Source: an optimization exercise on an open RTL-to-GDS flow (aim: small area). Production flows keep margins and buffers that such runs may drop.
RTL that was checked went through simulation tests only; none was proved equivalent to the original.
Power is estimated from default activity; no workload was simulated.

==> try-amber: inputs <==
==> flow/design.v (excerpt) <==
module Scheduler
#(
	parameter RWIDTH = 15,
	parameter DATAWIDTH = 64,
	parameter ADDRESSWIDTH = 32,
	parameter BuffLength = 8,
	parameter BuffBits = $clog2(BuffLength)
)
(
	input logic [DATAWIDTH-1:0] DataIn,
	input logic [ADDRESSWIDTH-1:0] AddrIn,
	input logic rw_in,reset,clock,
	input logic done,valid,buff,
	input logic [BuffBits-1:0] tagfsm,
	output logic [DATAWIDTH-1:0] DataOut,
	output logic [ADDRESSWIDTH-1:0] AddrOut,
	output logic rw_out, full,refresh,ap,
	output logic start,
	output logic [BuffBits -1:0]tagread, tag,
	output logic PageMiss, PageEmpty,
	output logic [1:0] PageHit
);
export LEC_CHECK = 0
export CAP_MARGIN = 20
export CORE_MARGIN = 2
export CORE_UTILIZATION = 80
export PLACE_DENSITY = 0.88
export SLEW_MARGIN = 20
create_clock -name core_clock -period 12.0 [get_ports {clock}]
standard.sh (not shown) runs the stock make flow with config.mk's settings and CLKGATE_MAP_FILE= SYNTH_SCRIPT=/design/flow/synth_recipe.tcl, a recipe that flattens the netlist after the stock synthesis.
==> flow/flow/run.sh <==
#!/bin/bash
# The standard ORFS layout (standard synthesis unchanged), with two
# changes that only cut buffer area:
#  - each port gets its buffer from the smallest buffer cell (buf_1);
#  - clock tree synthesis uses larger sink clusters and no dummy loads.
# make's full output goes to flow_make.log; ORFS keeps each step's log
# under orfs/logs/.
set -euo pipefail
bash standard.sh \
  "BUFFER_PORTS_ARGS=-buffer_cell sky130_fd_sc_hd__buf_1" \
  "CTS_ARGS=-sink_clustering_enable -repair_clock_nets -dont_use_dummy_load -sink_clustering_size 25 -sink_clustering_max_diameter 60" \
  finish > flow_make.log 2>&1
==> inputs of try-quartz, as changes to try-amber <==
--- a/flow/design.v
+++ b/flow/design.v
@@ -1,14 +1,15 @@
 module Scheduler
 #(
 	parameter RWIDTH = 15,
 	parameter DATAWIDTH = 64,
 	parameter ADDRESSWIDTH = 32,
 	parameter BuffLength = 8,
-	parameter BuffBits = $clog2(BuffLength)
+	parameter BuffBits = $clog2(BuffLength),
+	parameter Threshold = 16'h1000
 )
 (
 	input logic [DATAWIDTH-1:0] DataIn,
 	input logic [ADDRESSWIDTH-1:0] AddrIn,
 	input logic rw_in,reset,clock,
 	input logic done,valid,buff,
 	input logic [BuffBits-1:0] tagfsm,
@@ -22,15 +23,15 @@
 );
 localparam EW = 1 + RWIDTH + 2 + 7 + 2 + DATAWIDTH;
 logic [BuffLength-1:0][EW-1:0]  Queue;
 logic [BuffLength-1:0]          Queue_hit;       
 logic [BuffLength-1:0]          Queue_rstcount;
 logic [BuffLength-1:0][15:0]    Counters;
 logic [BuffLength-1:0]          Freelist;        
-logic [BuffLength-1:0]          Eligible;        
+logic [BuffLength-1:0]          ScheduledList;   
 logic [15:0]             OpenRowValid;
 logic [15:0][RWIDTH-1:0] OpenRowAddress;
 assign refresh = 1'b0;
 assign ap = 1'b0;
 assign AddrOut[5:0] = 6'b0;
 wire [RWIDTH-1:0] CurRow  = AddrOut[31:17];
 wire [3:0]        CurBank = {AddrOut[7:6], AddrOut[16:15]};
@@ -88,41 +89,37 @@
 		else if (start && !rw_out && tagread == i)
 			Freelist[i] <= 1'b0;
 		else if (valid && WriteSel[i])
 			Freelist[i] <= 1'b1;
 always_ff @(posedge clock)
 	for (int i = 0; i < BuffLength; i++)
 		if (reset)
-			Eligible[i] <= 1'b0;
+			ScheduledList[i] <= 1'b0;
 		else if (buff && tagfsm == i)
-			Eligible[i] <= 1'b0;
-		else if (start && tagread == i)
-			Eligible[i] <= 1'b0;
-		else if (valid && WriteSel[i])
-			Eligible[i] <= 1'b1;
-localparam [15:0] AgePol    = 16'haaaa;
-localparam [15:0] AgeThresh = 16'h9ed6 ^ AgePol;
-localparam [15:0] AgeLast   = 16'h8000 ^ AgePol;
+			ScheduledList[i] <= 1'b0;
+		else if (start && rw_out && tagread == i)
+			ScheduledList[i] <= 1'b1;
+wire [BuffLength-1:0] Eligible = Freelist & ~ScheduledList;
+localparam [15:0] AgeThresh = 16'h9ed6;
+localparam [15:0] AgeLast   = 16'h8000;
 function automatic [15:0] age_step(input [15:0] c);
-	logic [15:0] t;
-	t = c ^ AgePol;
-	age_step = {t[14:0], t[15] ^ t[13] ^ t[12] ^ t[10] ^ ~|t[14:0]} ^ AgePol;
+	age_step = {c[14:0], c[15] ^ c[13] ^ c[12] ^ c[10] ^ ~|c[14:0]};
 endfunction
 logic [BuffLength-1:0] Clear;    
 logic [BuffLength-1:0] Zero;     
 logic [BuffLength-1:0] Over;
 always_comb
 	for (int i = 0; i < BuffLength; i++) begin
 		Clear[i] = Queue_rstcount[i] || !Eligible[i];
 		Zero[i] = Clear[i] || Counters[i] == AgeLast;
 	end
 always_ff @(posedge clock)
 	for (int i = 0; i < BuffLength; i++) begin
 		if (Clear[i])
-			Counters[i] <= AgePol;
+			Counters[i] <= '0;
 		else
 			Counters[i] <= age_step(Counters[i]);
 		Over[i] <= !Zero[i] && (Over[i] || Counters[i] == AgeThresh);
 	end
 logic [BuffLength-1:0][BuffLength-1:0] Older, Beats;
 logic [BuffLength-1:0] MaxSel;       
 genvar gi, gj;
==> flow/run.sh (new file) <==
#!/bin/bash
# synth_recipe.tcl (not shown) runs the flow's synth.tcl, then flattens the netlist and writes it again
# the make line also repeats each setting of config.mk as NAME=value (left out here)
make -C /OpenROAD-flow-scripts/flow DESIGN_CONFIG=/design/flow/config.mk WORK_HOME=/design/flow/orfs CLKGATE_MAP_FILE= SYNTH_SCRIPT=/design/flow/synth_recipe.tcl finish
Settings changed: CORE_UTILIZATION 80 to 70, CTS_CLUSTER_DIAMETER set to 100, CTS_CLUSTER_SIZE set to 30, PLACE_DENSITY 0.88 to 0.8.
removed: flow/flow/run.sh
removed: flow/standard.sh
==> qor summary <==
metric                                                                     try-amber                try-quartz
Routed vias/inst                                                                7.85                      6.93
Well-Tap Cells                                                                   765                       873
Met1 demand-to-capacity share in global routing                                56.1%                     47.2%
Total routing usage reported by global routing                                 42.9%                     33.9%
Data required time at the worst endpoint                                    12340 ps                  12470 ps
Worst relative slew slack                                                      21.1%                     22.0%
Xor/xnor share of the synthesized area                                         3.70%                     3.72%
Relative area change from synthesis to final layout                            6.62%                     9.32%
Total via count after detailed routing                                         30900                     29200
Synth Area in Adders                                                         0.0266%                   0.0263%
Largest net degree at the start of global routing                                180                        82
DRT Pass-1 Iters                                                                  12                         9
Critical Path Source Type                                                  flip-flop                input port
Cell seen most often among critical-path stages               sky130_fd_sc_hd__buf_4  sky130_fd_sc_hd__nand4_1
Critical Setup Path Class                                                 reg -> reg                 in -> reg
Clock tree buffer count of the final layout                                       60                        84
Worst Setup SP                                                            AddrOut[7]                 AddrIn[7]
Run status                                                   complete, no violations   complete, no violations
Clock network share of area                                                    2.99%                     2.76%
CP Depth                                                                          11                        10
Synthesized-area fraction occupied by and/or/nand/nor cells                    6.69%                     8.87%
Switching power as a share of total power                                      27.5%                     26.5%
The RTL of try-quartz was laid out without a check of its function.

==> job 2644 <==
Scheduler, a different RTL version from the one above (not shown whole).
clock: 12.0 ns
lec_check: 0
cap_margin: 20
core_margin: 2
core_utilization: 70
place_density: 0.8
slew_margin: 20
==> flow/flow/run.sh <==
#!/bin/bash
# Standard ORFS layout, with two changes: port buffers use the smallest
# buffer cell, and clock tree synthesis inserts no dummy loads.
set -euo pipefail
bash standard.sh \
  "BUFFER_PORTS_ARGS=-buffer_cell sky130_fd_sc_hd__buf_1" \
  "CTS_ARGS=-sink_clustering_enable -repair_clock_nets -dont_use_dummy_load" \
  finish > flow_make.log 2>&1
==> job 3727: changes against job 2644 <==
--- a/flow/design.v
+++ b/flow/design.v
@@ -77,51 +77,52 @@
 		for (int i = 0; i < BuffLength; i++)
 			if (WriteSel[i])
 				Queue_rstcount[i] <= 1'b1;
 	end
 	else
 		Queue_rstcount <= '0;
-always_ff @(posedge clock)
-	for (int i = 0; i < BuffLength; i++)
-		if (reset)
-			Freelist[i] <= 1'b0;
-		else if (buff && tagfsm == i)
-			Freelist[i] <= 1'b0;
-		else if (start && !rw_out && tagread == i)
-			Freelist[i] <= 1'b0;
-		else if (valid && WriteSel[i])
-			Freelist[i] <= 1'b1;
-always_ff @(posedge clock)
-	for (int i = 0; i < BuffLength; i++)
-		if (reset)
-			ScheduledList[i] <= 1'b0;
-		else if (buff && tagfsm == i)
-			ScheduledList[i] <= 1'b0;
-		else if (start && rw_out && tagread == i)
-			ScheduledList[i] <= 1'b1;
+always_ff @(posedge clock) begin
+	if (reset)
+		Freelist <= '0;
+	else begin
+		if (valid)
+			Freelist[Writeptr] <= 1'b1;
+		if (start && !rw_out)
+			Freelist[tagread] <= 1'b0;
+		if (buff)
+			Freelist[tagfsm] <= 1'b0;
+	end
+end
+always_ff @(posedge clock) begin
+	if (reset)
+		ScheduledList <= '0;
+	else begin
+		if (start && rw_out)
+			ScheduledList[tagread] <= 1'b1;
+		if (buff)
+			ScheduledList[tagfsm] <= 1'b0;
+	end
+end
 wire [BuffLength-1:0] Eligible = Freelist & ~ScheduledList;
-localparam [15:0] AgePol    = 16'haaaa;
-localparam [15:0] AgeThresh = 16'h9ed6 ^ AgePol;
-localparam [15:0] AgeLast   = 16'h8000 ^ AgePol;
+localparam [15:0] AgeThresh = 16'h9ed6;
+localparam [15:0] AgeLast   = 16'h8000;
 function automatic [15:0] age_step(input [15:0] c);
-	logic [15:0] t;
-	t = c ^ AgePol;
-	age_step = {t[14:0], t[15] ^ t[13] ^ t[12] ^ t[10] ^ ~|t[14:0]} ^ AgePol;
+	age_step = {c[14:0], c[15] ^ c[13] ^ c[12] ^ c[10] ^ ~|c[14:0]};
 endfunction
 logic [BuffLength-1:0] Clear;    
 logic [BuffLength-1:0] Zero;     
 logic [BuffLength-1:0] Over;
 always_comb
 	for (int i = 0; i < BuffLength; i++) begin
 		Clear[i] = Queue_rstcount[i] || !Eligible[i];
 		Zero[i] = Clear[i] || Counters[i] == AgeLast;
 	end
 always_ff @(posedge clock)
 	for (int i = 0; i < BuffLength; i++) begin
 		if (Clear[i])
-			Counters[i] <= AgePol;
+			Counters[i] <= '0;
 		else
 			Counters[i] <= age_step(Counters[i]);
 		Over[i] <= !Zero[i] && (Over[i] || Counters[i] == AgeThresh);
 	end
 logic [BuffLength-1:0][BuffLength-1:0] Older, Beats;
 logic [BuffLength-1:0] MaxSel;       
@@ -181,18 +182,13 @@
 	for (int i = 0; i < BuffLength; i++) begin
 		NextTr = NextTr | ({BuffBits{Sel[i]}} & i[BuffBits-1:0]);
 		Next = Next | ({EW{Sel[i]}} & Queue[i]);
 		NextHit = NextHit | (Sel[i] & Queue_hit[i]);
 	end
 end
-logic NextOpen;
-always_comb begin
-	NextOpen = 1'b0;
-	for (int b = 0; b < 16; b++)
-		NextOpen = NextOpen | (e_bank(Next) == b && OpenRowValid[b]);
-end
+wire NextOpen = OpenRowValid[e_bank(Next)];
 wire issue = done && !start && |Eligible;
 always_ff @(posedge clock)
 	if (reset)
 		start <= 1'b0;
 	else
 		start <= issue;
@@ -212,15 +208,13 @@
 		PageMiss <= !NextHit && NextOpen;
 		PageEmpty <= !NextHit && !NextOpen;
 	end
 always_ff @(posedge clock)
 	if (reset)
 		OpenRowValid <= '0;
-	else
-		for (int b = 0; b < 16; b++)
-			if (issue && e_bank(Next) == b)
-				OpenRowValid[b] <= 1'b1;
+	else if (issue)
+		OpenRowValid[e_bank(Next)] <= 1'b1;
 always_ff @(posedge clock)
 	for (int b = 0; b < 16; b++)
 		if (issue && e_bank(Next) == b)
 			OpenRowAddress[b] <= e_row(Next);
 endmodule
==> flow/run.sh (new file) <==
#!/bin/bash
# synth_recipe.tcl (not shown) runs the flow's synth.tcl, then flattens the netlist and writes it again
# the make line also repeats each setting of config.mk as NAME=value (left out here)
make -C /OpenROAD-flow-scripts/flow DESIGN_CONFIG=/design/flow/config.mk WORK_HOME=/design/flow/orfs CLKGATE_MAP_FILE= SYNTH_SCRIPT=/design/flow/synth_recipe.tcl finish
removed: flow/flow/run.sh
removed: flow/standard.sh
==> summary.txt <==
Worst hold path
  • Hold EP: Counters[48]
  • Worst Hold Launch: Queue_rstcount[3]

Outcome
  • Status: timing/DRC/antenna clean

Global routing
  • Met1 usage: between 40% and 50%
  • Number of global-route vias before repair: between 30000 and 40000

Drt
  • Routed wl met2: between 60000 and 70000 um

Power
  • Psw: 0.00275 W
  • Sequential share of power: around 50%

Final layout
  • Share of cells above drive strength 1: 9.13%
  • Multi-input logic area: approximately 12000 um2

Worst setup path
  • Worst EP required: approximately 12 ns
  • Reg-to-Reg End: OpenRowAddress[192]
The numbers above come from job 3727.

==> summary.txt <==
Final layout
  • Share of cells above drive strength 1: about 7.2%
  • Seq Cell Count: about 1300
  • Multi-input logic area: approximately 11000 um2
  • Biggest Area Class: registers

Synthesis
  • Primary FF master, synth: edfxtp_1
  • Yosys reg bits: approximately 1300

Outcome
  • Status: timing/DRC/antenna clean

Worst setup path
  • Worst EP required: approximately 12 ns

Die
  • DIE WIDTH: approximately 260 um

Drt
  • Drt wl/cell: 29.2 um
  • Routed wl met2: ~60000 um

Global routing
  • Met1 usage: around 47%
  • Gr ovfl total: 0
  • Number of global-route vias before repair: ~30000

Worst hold path
  • Worst Hold Launch: Counters[64]
  • Hold EP: Counters[65]

Power
  • Highest-power group: registers
  • Psw: 0.00254 W
  • Power, Total: 0.00977 W
The numbers above come from job 2644.

## port drivers added, routing unchanged
No port has a modelled driver above. Below, the same layouts with a new extraction and two added sets of constraints.
Step 1 (the two cells are an assumption about what drives the block):
set clk [get_ports {clock}]
set_driving_cell -lib_cell sky130_fd_sc_hd__clkbuf_16 $clk
set_driving_cell -lib_cell sky130_fd_sc_hd__buf_2 [delete_from_list [all_inputs] $clk]
Step 2 times the ports against the registers' clock, not the clock port: input delays grow and output delays shrink by t, the midpoint of the rising clock arrivals with the driver on.
Three values: ideal ports, drivers, drivers and shift; two values: the first two.
run | shift t [ns] | setup slack, ns | worst register clock-pin slew, ns
try-amber | 0.710 | 5.679 / 5.679 / 5.418 | 0.10 / 0.10
try-quartz | 0.710 | 5.710 / 5.670 / 4.960 | 0.12 / 0.12
job 2644 | 0.717 | 5.872 / 5.908 / 5.191 | 0.07 / 0.07
job 3727 | 0.750 | 5.437 / 5.474 / 4.724 | 0.07 / 0.07
After both steps every run listed still meets setup and hold. For try-quartz, which loses most, drivers alone change the setup slack by -0.040 ns; drivers and shift together by -0.750 ns.
